This is an optimization exercise on Yosys and OpenROAD, whose aim is small area, a short achievable clock period and few clock cycles, not a production implementation.
In this exercise RTL edits were held to simulation tests only and were not proved equivalent to the original.
Power is estimated from default activity; no workload was simulated.

north:
==> flow/design.v (excerpt) <==
module  des(input clk,
            input des_enable,
            input reset,
            input des_mode,
            input [1:64] data_i,
            input [1:64] key_i,
            output wire [1:64] data_o,
            output reg ready_o);
==> flow/config.mk <==
export PLATFORM = sky130hd
export DESIGN_NAME = des
export DESIGN_NICKNAME = des
export VERILOG_FILES = /design/flow/design.v
export SDC_FILE = /design/flow/constraint.sdc
export NUM_CORES = 4
export LEC_CHECK = 0
export CAP_MARGIN = 20
export CORE_MARGIN = 2
export CORE_UTILIZATION = 40
export PLACE_DENSITY = 0.6
export SETUP_SLACK_MARGIN = 2.4
export SLEW_MARGIN = 20
==> flow/constraint.sdc <==
create_clock -name core_clock -period 5.0 [get_ports {clk}]
set_input_delay 1.0000 -clock core_clock [delete_from_list [all_inputs] [get_ports {clk}]]
set_output_delay 1.0000 -clock core_clock [all_outputs]
set_load 0.01 [all_outputs]
run.sh (not shown) runs the stock make flow with config.mk's settings and CLKGATE_MAP_FILE= SYNTH_SCRIPT=/design/flow/synth_recipe.tcl, a recipe that flattens the netlist after the stock synthesis.
north reached the final stage; the timing, design-rule and antenna checks on its layout passed.
Testbench counts of north, summed over its fixed seeds: cycles 43,200.
--- input diff north..south ---
- SETUP_SLACK_MARGIN: 2.4 -> 3.0
- PLACE_DENSITY: 0.6 -> 0.75
- CORE_UTILIZATION: 40 -> 60
- ABC_AREA: unset -> 1
- BUFFER_PORTS_ARGS: unset -> -buffer_cell sky130_fd_sc_hd__buf_1
- TNS_END_PERCENT: unset -> 0
==> flow/flow/run.sh (new file) <==
#!/bin/bash
# The standard layout, with the port buffers that the standard flow puts on
# every input and output made as sky130_fd_sc_hd__buf_1 cells (plain buffers)
# instead of the delay buffers buffer_ports picks by default.
set -euo pipefail
echo 'export BUFFER_PORTS_ARGS = -buffer_cell sky130_fd_sc_hd__buf_1' >> config.mk
bash standard.sh > standard.log 2>&1
==> flow/standard.sh (new file) <==
#!/bin/bash
# synth_recipe.tcl (not shown) runs the flow's synth.tcl, then flattens the netlist and writes it again
# the make line also repeats each setting of config.mk as NAME=value (left out here)
make -C /OpenROAD-flow-scripts/flow DESIGN_CONFIG=/design/flow/config.mk WORK_HOME=/design/flow/orfs CLKGATE_MAP_FILE= SYNTH_SCRIPT=/design/flow/synth_recipe.tcl "${@:-finish}"
removed: flow/run.sh
Notes after the runs:
- north completed end to end with timing, DRC and antenna clean.
- The final layout from south, which completed every stage, passed the timing, design-rule and antenna checks at the end of the flow.
- Looking at top contributor to total power, the registers result is from north; the combinational cells one comes from south.
- For south, the most common cell after layout, fill and taps aside was sky130_fd_sc_hd__nand2_1, unlike north, where it was sky130_fd_sc_hd__clkdlybuf4s50_1.
- When south is set beside north, its minimum clock period after layout turns out to be 440 ps smaller.
- Number of vias in the routed layout in south is 2,835 higher than in north
- After detailed routing, north needs less wire than south.
### south -> east
- PLACE_DENSITY: 0.75 -> 0.6
- ABC_AREA: 1 -> unset
- BUFFER_PORTS_ARGS: -buffer_cell sky130_fd_sc_hd__buf_1 -> unset
- CORE_UTILIZATION: 60 -> 40
==> flow/run.sh (new file) <==
#!/bin/bash
# synth_recipe.tcl (not shown) runs the flow's synth.tcl, then flattens the netlist and writes it again
# the make line also repeats each setting of config.mk as NAME=value (left out here)
make -C /OpenROAD-flow-scripts/flow DESIGN_CONFIG=/design/flow/config.mk WORK_HOME=/design/flow/orfs CLKGATE_MAP_FILE= SYNTH_SCRIPT=/design/flow/synth_recipe.tcl finish
removed: flow/flow/run.sh
removed: flow/standard.sh
### Flow results
east did not stop at any stage, and its layout met the timing, design-rule and antenna checks. Sort south and east by compound-cell area share of the yosys netlist, descending, and east comes first. east ended up with a higher clock period minus final worst setup slack than south did. south ended up with sky130_fd_sc_hd__dfstp_4 as its cell type of the slowest stage on the worst timing path; east ended up with sky130_fd_sc_hd__dfxtp_2. On east: sum of routed wire segments on met1 is 98 um higher than what south gave. Compared with south, east ends up with more cell area. east ended with more final worst-path cycle share than south. The depth of the worst register-to-register path number comes out lower for south vs east. Against south, worst-case vdd ir drop in east came out better. Number of post-CTS setup repair buffers for east: 35 up relative to south. On east: leakage power is about 9% lower than what south gave.
The inputs of west differ from those of east as listed below.
- an added ABC_AREA of 1
- a change of PLACE_DENSITY from 0.6 to 0.7
- a change of CORE_UTILIZATION from 40 to 55
- an added BUFFER_PORTS_ARGS of -buffer_cell sky130_fd_sc_hd__buf_1
==> flow/flow/run.sh (new file) <==
#!/bin/bash
# The standard layout, with the port buffers that the standard flow puts on
# every input and output made as sky130_fd_sc_hd__buf_1 cells (plain buffers)
# instead of the delay buffers buffer_ports picks by default.
set -euo pipefail
echo 'export BUFFER_PORTS_ARGS = -buffer_cell sky130_fd_sc_hd__buf_1' >> config.mk
bash standard.sh > standard.log 2>&1
==> flow/standard.sh (new file) <==
#!/bin/bash
# synth_recipe.tcl (not shown) runs the flow's synth.tcl, then flattens the netlist and writes it again
# the make line also repeats each setting of config.mk as NAME=value (left out here)
make -C /OpenROAD-flow-scripts/flow DESIGN_CONFIG=/design/flow/config.mk WORK_HOME=/design/flow/orfs CLKGATE_MAP_FILE= SYNTH_SCRIPT=/design/flow/synth_recipe.tcl "${@:-finish}"
removed: flow/run.sh
[summary]
- Relative to east, instance area at placement has decreased by about 3% in west.
- Against east, west reports a final worst-path cycle share that is lower.
- What west reported for non-clock buffer count has to be multiplied by 1.05 to get the figure for east.
- west: flow completed, timing, DRC and antenna clean
- Diff west and east: critical path depth lower in east
- west ended with more global-route wire length before repair than east.
- Summary of west over east: combinational power shows an increase of 310%; sequential share of layout area grew by 0.80 points; final instance area now smaller.

what the ideal ports hide:
The results above use ideal ports. As a check the final layouts listed here were re-extracted and re-timed, cells and wires unchanged.
Step 1, drivers: a clkbuf_16 drives clk and a buf_2 each remaining input, both assumed.
Step 2 times the ports against the registers' clock, not the clock port: input delays grow and output delays shrink by t, the midpoint of the rising clock arrivals with the driver on.
a / b / c = ideal ports / drivers / drivers and shift; a / b = the first two.
run	t (ns)	setup slack, ns	cell pins on the clock port's net
north	0.485	2.430 / 2.430 / 2.083	1
south	0.483	2.874 / 2.874 / 2.512	1
east	0.479	2.755 / 2.755 / 2.327	1
west	0.486	2.956 / 2.913 / 2.588	1
After both steps every run listed still meets setup and hold. The setup slack of east, which loses most, moves by 0.000 ns with the drivers and by -0.428 ns with both steps.
